Context: an optimization exercise on an open-source flow, tuned for small area, a short achievable clock period and few clock cycles per item. The choices shown serve that exercise and are no tape-out recipe. RTL that was checked went through simulation tests only; none was proved equivalent to the original.

==> inputs of job 2559 <==
Design bitty_core, start of the top module:
module bitty_core (
    input clk, reset, run,                   
    input [15:0] instruction,                
    output done,                             
    output [15:0] reg_s,                     
    output [15:0] alu_result                 
);
export LEC_CHECK = 0
export ABC_AREA = 1
export CAP_MARGIN = 20
export CORE_MARGIN = 2
export CORE_UTILIZATION = 40
export SLEW_MARGIN = 20
export SYNTH_HIERARCHICAL = 1
export SYNTH_MINIMUM_KEEP_SIZE = 0
create_clock -name core_clock -period 40.0 [get_ports {clk}]
standard.sh (not shown) runs the stock make flow with config.mk's settings and CLKGATE_MAP_FILE= SYNTH_SCRIPT=/design/flow/synth_recipe.tcl, a recipe that flattens the netlist after the stock synthesis.
==> flow/flow/run.sh <==
#!/bin/bash
# Own layout flow: the standard ORFS flow (standard.sh) with two changes:
#  - synthesis maps the logic with an area-oriented abc script
#    (flow/abc_myarea.script) instead of ORFS's delay-oriented one; the
#    flip-flops, flattening and renaming are the standard flow's (synth_recipe.tcl);
#  - the port buffers that placement inserts are buf_2 cells.
# Each tool's output goes to the logs under orfs/logs and to flow_*.log here.
set -euo pipefail
HERE=$(pwd)
rm -rf scripts_mod
cp -r "$FLOW_HOME/scripts" scripts_mod
cp flow/abc_myarea.script scripts_mod/
python3 flow/patch_synth.py scripts_mod/synth.tcl
# standard.sh with our scripts folder and port buffer cell added to its make call
sed -e "s|make -C |make SCRIPTS_DIR=$HERE/scripts_mod 'BUFFER_PORTS_ARGS=-buffer_cell sky130_fd_sc_hd__buf_2' -C |" standard.sh > standard_mod.sh
grep -q "SCRIPTS_DIR=$HERE/scripts_mod" standard_mod.sh
bash standard_mod.sh synth > flow_synth.log 2>&1
bash standard_mod.sh > flow_layout.log 2>&1
test -f out/final.def
==> flow/flow/abc_myarea.script <==
strash
dch
map -a
topo
stime -c
==> flow/flow/patch_synth.py <==
#!/usr/bin/env python3
"""Patch a copy of ORFS's synth.tcl so that abc maps with abc_myarea.script
(area-oriented mapping) instead of ORFS's delay-oriented abc script. Only the
abc call changes: flip-flop mapping, flattening and renaming are untouched."""
import sys
f = sys.argv[1]
t = open(f).read()
old = '  log_cmd abc {*}$abc_args\n'
assert t.count(old) == 1, "abc call not found"
new = '  log_cmd abc {*}[lreplace $abc_args 1 1 $::env(SCRIPTS_DIR)/abc_myarea.script]\n'
open(f, 'w').write(t.replace(old, new))
==> inputs of job 1489, as changes to job 2559 <==
--- a/flow/design.v
+++ b/flow/design.v
@@ -52,47 +52,51 @@
     input  [15:0] A, B,
     input  [3:0]  ALU_Sel,
     input         mode,
     input         shift_multi,      
     input  [15:0] R, Q,             
-    output [15:0] ALU_Result
+    input         div_step,         
+    input  [15:0] rs,               
+    output [15:0] ALU_Result,
+    output        cout
 );
     wire [4:0] op = {mode, ALU_Sel};
     wire o_add  = (op == 5'h00), o_sub  = (op == 5'h01), o_mul  = (op == 5'h02),
          o_div  = (op == 5'h03), o_mod  = (op == 5'h04), o_inc  = (op == 5'h05),
          o_dec  = (op == 5'h06), o_gt   = (op == 5'h07), o_eq   = (op == 5'h08),
          o_lt   = (op == 5'h09), o_ge   = (op == 5'h0A), o_le   = (op == 5'h0B),
          o_neg  = (op == 5'h0C), o_addc = (op == 5'h0D), o_rsub = (op == 5'h0E),
          o_shl1 = (op == 5'h14), o_shr1 = (op == 5'h15), o_shl  = (op == 5'h16),
          o_shr  = (op == 5'h17), o_swap = (op == 5'h1B), o_eqm  = (op == 5'h1C);
     wire o_cmp = o_gt | o_lt | o_ge | o_le;
-    wire arith = o_add | o_sub | o_inc | o_dec | o_neg | o_addc | o_rsub | o_shl1;
+    wire arith = o_add | o_sub | o_inc | o_dec | o_neg | o_addc | o_rsub | o_shl1 | div_step;
     wire inv_a  = o_gt | o_le | o_neg | o_rsub;
     wire y_b    = o_add | o_addc | o_rsub | o_gt | o_le;
-    wire y_nb   = o_sub | o_lt | o_ge;
+    wire y_nb   = o_sub | o_lt | o_ge | div_step;
     wire y_a    = o_shl1;                        
     wire y_ones = o_dec;
-    wire cin    = o_sub | o_inc | o_neg | o_addc | o_rsub | o_cmp;
+    wire cin    = o_sub | o_inc | o_neg | o_addc | o_rsub | o_cmp | div_step;
     wire b_zero = ~|B;
+    wire shift_n0 = (o_shl | o_shr) & ~b_zero;
     reg [3:0] t;
     always @(*) begin
         case (op)
             5'h10: t = 4'b1000;   
             5'h11: t = 4'b1110;   
             5'h13: t = 4'b0011;   
-            5'h16, 5'h17: t = b_zero ? 4'b1100 : 4'b0000;
+            5'h16, 5'h17: t = 4'b1100;   
             5'h18: t = 4'b0111;   
             5'h19: t = 4'b0001;   
             5'h1A: t = 4'b1001;   
             5'h1D: t = 4'b0100;   
             5'h1E: t = 4'b1101;   
             5'h1F: t = 4'b1111;   
             5'h12, 5'h08, 5'h1C: t = 4'b0110;   
             default: t = 4'b0000;
         endcase
     end
-    wire en_L = ~(o_eq | o_eqm) & ~shift_multi;
+    wire en_L = ~(o_eq | o_eqm) & ~shift_n0;
     wire en_R = o_mul | o_mod;
     wire en_Q = o_div | (shift_multi & (o_shl | o_shr));
     wire [15:0] p, g, h, L;
     wire [15:0] a_up = {1'b0, A[15:1]};
     wire [15:0] a_sw = {A[7:0], A[15:8]};
@@ -102,33 +106,33 @@
     genvar i;
     generate
         for (i = 0; i < 16; i = i + 1) begin : gen_slice
             alu_slice s (
                 .a(A[i]), .b(B[i]), .a_up(a_up[i]), .a_sw(a_sw[i]),
+                .rs(rs[i]), .sel_rs(div_step),
                 .r(R[i]), .q(Q[i]), .e(i == 0 ? e_0 : e_all),
                 .inv_a(inv_a), .y_b(y_b), .y_nb(y_nb), .y_a(y_a), .y_ones(y_ones),
                 .t(t), .en_L(en_L), .en_shr1(o_shr1), .en_sw(o_swap),
                 .en_R(en_R), .en_Q(en_Q), .arith(arith),
                 .p(p[i]), .g(g[i]), .L(L[i]), .h(h[i])
             );
         end
     endgenerate
     wire [15:0] c;
-    wire        cout;
     prefix16 pf (.p(p), .g(g), .cin(cin), .c(c), .cout(cout));
     wire [15:0] cm = c & {16{~o_cmp}};
     assign ALU_Result = {h[15:1] ^ cm[15:1],
                          o_cmp ? (cout ^ (o_gt | o_lt)) : (h[0] ^ cin)};
 endmodule
 module alu_slice (
-    input       a, b, a_up, a_sw, r, q, e,
+    input       a, b, a_up, a_sw, r, q, e, rs, sel_rs,
     input       inv_a, y_b, y_nb, y_a, y_ones,
     input [3:0] t,
     input       en_L, en_shr1, en_sw, en_R, en_Q, arith,
     output      p, g, L, h
 );
-    wire x = a ^ inv_a;
+    wire x = (~sel_rs & ~inv_a & a) | (~sel_rs & inv_a & ~a) | (sel_rs & rs);
     wire y = (y_b & b) | (y_nb & ~b) | (y_a & a) | y_ones;
     assign p = x ^ y;
     assign g = x & y;
     assign L = t[{a, b}];
     wire other = (en_L & L) | (en_shr1 & a_up) | (en_sw & a_sw) | e |
@@ -183,32 +187,45 @@
     input             first,      
     input             is_mul,
     input             is_div,     
     input             is_shr,     
     input      [15:0] A, B,
+    output     [15:0] rs,         
+    input      [15:0] d1,         
+    input             c1,         
     output reg [15:0] R,
     output reg [15:0] Q
 );
     wire [15:0] prod;
     mul16lo mul (.a(A), .b(B), .p(prod));
-    wire [15:0] r  = first ? 16'd0 : R;
-    wire [15:0] q  = first ? A : Q;
-    wire [15:0] rs = {r[14:0], q[15]};
-    wire [15:0] nb = ~B;
-    wire [16:0] cy;
-    wire [15:0] d;
-    assign cy[0] = 1'b1;
+    wire [15:0] r   = first ? 16'd0 : R;
+    wire [15:0] q   = first ? A : Q;
+    assign rs = {r[14:0], q[15]};
+    wire        ge1 = c1 | r[15];            
+    wire [15:0] r1  = ge1 ? d1 : rs;
+    wire [15:0] rs2 = {r1[14:0], q[14]};
+    wire [15:0] nb  = ~B;
+    wire [8:0]  cl, c0, c1h;
+    wire [15:0] d2;
+    wire [7:0]  dh0, dh1;
+    assign cl[0]  = 1'b1;
+    assign c0[0]  = 1'b0;
+    assign c1h[0] = 1'b1;
     genvar i;
     generate
-        for (i = 0; i < 16; i = i + 1) begin : gen_sub
-            fa f (.x(rs[i]), .y(nb[i]), .z(cy[i]), .s(d[i]), .c(cy[i + 1]));
+        for (i = 0; i < 8; i = i + 1) begin : gen_sub
+            fa fl (.x(rs2[i]), .y(nb[i]), .z(cl[i]), .s(d2[i]), .c(cl[i + 1]));
+            fa f0 (.x(rs2[i + 8]), .y(nb[i + 8]), .z(c0[i]), .s(dh0[i]), .c(c0[i + 1]));
+            fa f1 (.x(rs2[i + 8]), .y(nb[i + 8]), .z(c1h[i]), .s(dh1[i]), .c(c1h[i + 1]));
         end
     endgenerate
-    wire ge = cy[16] | r[15];    
+    assign d2[15:8] = cl[8] ? dh1 : dh0;
+    wire cout2 = cl[8] ? c1h[8] : c0[8];
+    wire ge2 = cout2 | r1[15];
     always @(posedge clk) begin
-        R <= is_mul ? prod : (ge ? d : rs);
-        Q <= is_shr ? {1'b0, q[15:1]} : {q[14:0], ge & is_div};
+        R <= is_mul ? prod : (ge2 ? d2 : rs2);
+        Q <= is_shr ? {1'b0, q[15:1]} : is_div ? {q[13:0], ge1, ge2} : {q[14:0], 1'b0};
     end
 endmodule
 module mul16lo (input [15:0] a, b, output [15:0] p);
     wire n0_0, n0_1, n0_2, n0_3, n0_4, n0_5, n0_6, n0_7, n0_8, n0_9, n0_10, n0_11, n0_12, n0_13, n0_14, n0_15, n1_0, n1_1, n1_2, n1_3, n1_4, n1_5, n1_6, n1_7, n1_8, n1_9, n1_10, n1_11, n1_12, n1_13, n1_14, n2_0, n2_1, n2_2, n2_3, n2_4, n2_5, n2_6, n2_7, n2_8, n2_9, n2_10, n2_11, n2_12, n2_13, n3_0, n3_1, n3_2, n3_3, n3_4, n3_5, n3_6, n3_7, n3_8, n3_9, n3_10, n3_11, n3_12, n4_0, n4_1, n4_2, n4_3, n4_4, n4_5, n4_6, n4_7, n4_8, n4_9, n4_10, n4_11, n5_0, n5_1, n5_2, n5_3, n5_4, n5_5, n5_6, n5_7, n5_8, n5_9, n5_10, n6_0, n6_1, n6_2, n6_3, n6_4, n6_5, n6_6, n6_7, n6_8, n6_9, n7_0, n7_1, n7_2, n7_3, n7_4, n7_5, n7_6, n7_7, n7_8, n8_0, n8_1, n8_2, n8_3, n8_4, n8_5, n8_6, n8_7, n9_0, n9_1, n9_2, n9_3, n9_4, n9_5, n9_6, n10_0, n10_1, n10_2, n10_3, n10_4, n10_5, n11_0, n11_1, n11_2, n11_3, n11_4, n12_0, n12_1, n12_2, n12_3, n13_0, n13_1, n13_2, n14_0, n14_1, n15_0, s0, k0, s1, k1, s2, k2, s3, k3, s4, k4, s5, k5, s6, k6, s7, k7, s8, k8, s9, k9, s10, k10, s11, k11, s12, k12, s13, k13, s14, k14, s15, k15, s16, k16, s17, k17, s18, k18, s19, k19, s20, k20, s21, k21, s22, k22, s23, k23, s24, k24, s25, k25, s26, k26, s27, k27, s28, k28, s29, k29, s30, k30, s31, k31, s32, k32, s33, k33, s34, k34, s35, k35, s36, k36, s37, k37, s38, k38, s39, k39, s40, k40, s41, k41, s42, k42, s43, k43, s44, k44, s45, k45, s46, k46, s47, k47, s48, k48, s49, k49, s50, k50, s51, k51, s52, k52, s53, k53, s54, k54, s55, k55, s56, k56, s57, k57, s58, k58, s59, k59, s60, k60, s61, k61, s62, k62, s63, k63, s64, k64, s65, k65, s66, k66, s67, k67, s68, k68, s69, k69, s70, k70, s71, k71, s72, k72, s73, k73, s74, k74, s75, k75, s76, k76, s77, k77, s78, k78, s79, k79, s80, k80, s81, k81, s82, k82, s83, k83, s84, k84, s85, k85, s86, k86, s87, k87, s88, k88, s89, k89, s90, k90, s91, k91, s92, k92, s93, k93, s94, k94, s95, k95, s96, k96, s97, k97, s98, k98, s99, k99, s100, k100, s101, k101, s102, k102, s103, k103, s104, k104;
     assign n0_0 = ~(a[0] & b[0]);
@@ -463,43 +480,45 @@
     output       first,
     output       is_mul,
     output       is_div,
     output       is_shr,
     output       shift_multi,
+    output       div_step,
     output       done
 );
     wire [3:0] sel  = instruction[6:3];
     wire       mode = instruction[2];
     wire   is_shift = mode & ((sel == 4'd6) | (sel == 4'd7));
     assign is_shr   = mode & (sel == 4'd7);
     assign is_mul   = ~mode & (sel == 4'd2);
     assign is_div   = ~mode & ((sel == 4'd3) | (sel == 4'd4));
     assign shift_multi = is_shift & ~|B[15:4] & |B[3:0];
     wire   multi    = is_mul | is_div | shift_multi;
-    reg [4:0] cnt;
-    assign first = (cnt == 5'd0);
-    wire [4:0] target = is_div ? 5'd16 : is_mul ? 5'd1 : {1'b0, B[3:0]};
-    wire last = (cnt == target);
+    reg [3:0] cnt;
+    assign first = (cnt == 4'd0);
+    wire last = is_div ? cnt[3] : is_mul ? cnt[0] : (cnt == B[3:0]);
     assign done = run & (~multi | last);
+    assign div_step = is_div & ~cnt[3];
     always @(posedge clk or posedge reset) begin
         if (reset)
-            cnt <= 5'd0;
+            cnt <= 4'd0;
         else if (run & multi & ~last)
-            cnt <= cnt + 5'd1;
+            cnt <= cnt + 4'd1;
         else
-            cnt <= 5'd0;
+            cnt <= 4'd0;
     end
 endmodule
 module bitty_core (
     input clk, reset, run,                   
     input [15:0] instruction,                
     output done,                             
     output [15:0] reg_s,                     
     output [15:0] alu_result                 
 );
     wire [15:0] A, B, R, Q;
-    wire        first, is_mul, is_div, is_shr, shift_multi;
+    wire        first, is_mul, is_div, is_shr, shift_multi, div_step, c1;
+    wire [15:0] rs;
     regfile rf (
         .clk(clk), .reset(reset),
         .rx(instruction[15:13]), .ry(instruction[12:10]),
         .we(done), .wdata(alu_result),
         .A(A), .B(B)
@@ -509,18 +528,20 @@
         .A(A), .B(B),
         .ALU_Sel(instruction[6:3]),
         .mode(instruction[2]),
         .shift_multi(shift_multi),
         .R(R), .Q(Q),
-        .ALU_Result(alu_result)
+        .div_step(div_step), .rs(rs),
+        .ALU_Result(alu_result), .cout(c1)
     );
     muldiv md (
         .clk(clk), .first(first), .is_mul(is_mul), .is_div(is_div),
-        .is_shr(is_shr), .A(A), .B(B), .R(R), .Q(Q)
+        .is_shr(is_shr), .A(A), .B(B),
+        .rs(rs), .d1(alu_result), .c1(c1), .R(R), .Q(Q)
     );
     control_unit cu (
         .clk(clk), .reset(reset), .run(run),
         .instruction(instruction), .B(B),
         .first(first), .is_mul(is_mul), .is_div(is_div), .is_shr(is_shr),
-        .shift_multi(shift_multi), .done(done)
+        .shift_multi(shift_multi), .div_step(div_step), .done(done)
     );
 endmodule
==> flow/flow/run.sh (replaced) <==
#!/bin/bash
# Own layout flow: the standard ORFS flow (standard.sh) with these changes:
#  - synthesis maps the logic with an area-oriented abc script
#    (flow/abc_myarea.script) instead of ORFS's delay-oriented one; the
#    flip-flops, flattening and renaming are the standard flow's (synth_recipe.tcl);
#  - the port buffers that placement inserts are buf_2 cells;
#  - the extra ORFS make variables in flow/make_args.txt, if any (one per
#    line), are passed to every make call.
# Each tool's output goes to the logs under orfs/logs and to flow_*.log here.
set -euo pipefail
HERE=$(pwd)
rm -rf scripts_mod
cp -r "$FLOW_HOME/scripts" scripts_mod
cp flow/abc_myarea.script scripts_mod/
python3 flow/patch_synth.py scripts_mod/synth.tcl
EXTRA=""
if [[ -f flow/make_args.txt ]]; then
  while read -r line; do
    [[ -n "$line" ]] && EXTRA="$EXTRA '$line'"
  done < flow/make_args.txt
fi
# standard.sh with our scripts folder, port buffer cell and extra variables
# added to its make call
sed -e "s|make -C |make SCRIPTS_DIR=$HERE/scripts_mod 'BUFFER_PORTS_ARGS=-buffer_cell sky130_fd_sc_hd__buf_2' $EXTRA -C |" standard.sh > standard_mod.sh
grep -q "SCRIPTS_DIR=$HERE/scripts_mod" standard_mod.sh
bash standard_mod.sh synth > flow_synth.log 2>&1
bash standard_mod.sh > flow_layout.log 2>&1
test -f out/final.def
==> flow/flow/make_args.txt (new file) <==
SETUP_SLACK_MARGIN=19.5
- CORE_UTILIZATION: 40 -> 55
- CTS_BUF_LIST: default -> sky130_fd_sc_hd__clkbuf_8
==> flow_metrics.env <==
export IMPL_outcome="no timing/DRC/antenna violations"
export IMPL_cts_root_buf="clkbuf_16"
export IMPL_use_met2=0.4342
export IMPL_first_iter_violations=1444
export IMPL_clock_area_frac=0.04192
the above is filed under job 2559

==> flow_metrics.env <==
export IMPL_grt_pass1_wl_mm=72.53
export IMPL_first_iter_violations=1715
export IMPL_use_met2=0.5712
export IMPL_clock_area_frac=0.02363
export IMPL_sh_seq_area=0.3012
export IMPL_outcome="no timing/DRC/antenna violations"
export IMPL_cts_root_buf="clkbuf_8"
export IMPL_comb_power_mw=0.496
the above is filed under job 1489

Testbench counts of job 2559, summed over its fixed seeds: cycles 16,588, instrs 12,000.
For job 1489, only the layout was checked, not whether the RTL still works.

[separate check: timing with driven ports]
Ports are ideal in the flow. The routed layouts listed here were re-timed in OpenROAD.
Step 1, drivers: a clkbuf_16 drives clk and a buf_2 each remaining input, both assumed.
Step 2 also shifts input and output timing later by t, the mid clock arrival at the registers, as if the neighbouring blocks saw the same clock.
Slacks: ideal ports / drivers / drivers and shift; pairs: ideal ports / drivers.
run	t (ns)	setup slack, ns	slew at the worst register clock pin (ns)
job 2559	0.478	17.947 / 17.926 / 17.926	0.08 / 0.08
job 1489	0.498	19.686 / 19.666 / 19.666	0.11 / 0.11
After both steps setup and hold are still met in every run listed. The setup slack of job 2559, which loses most, moves by -0.021 ns with the drivers and by -0.021 ns with both steps.
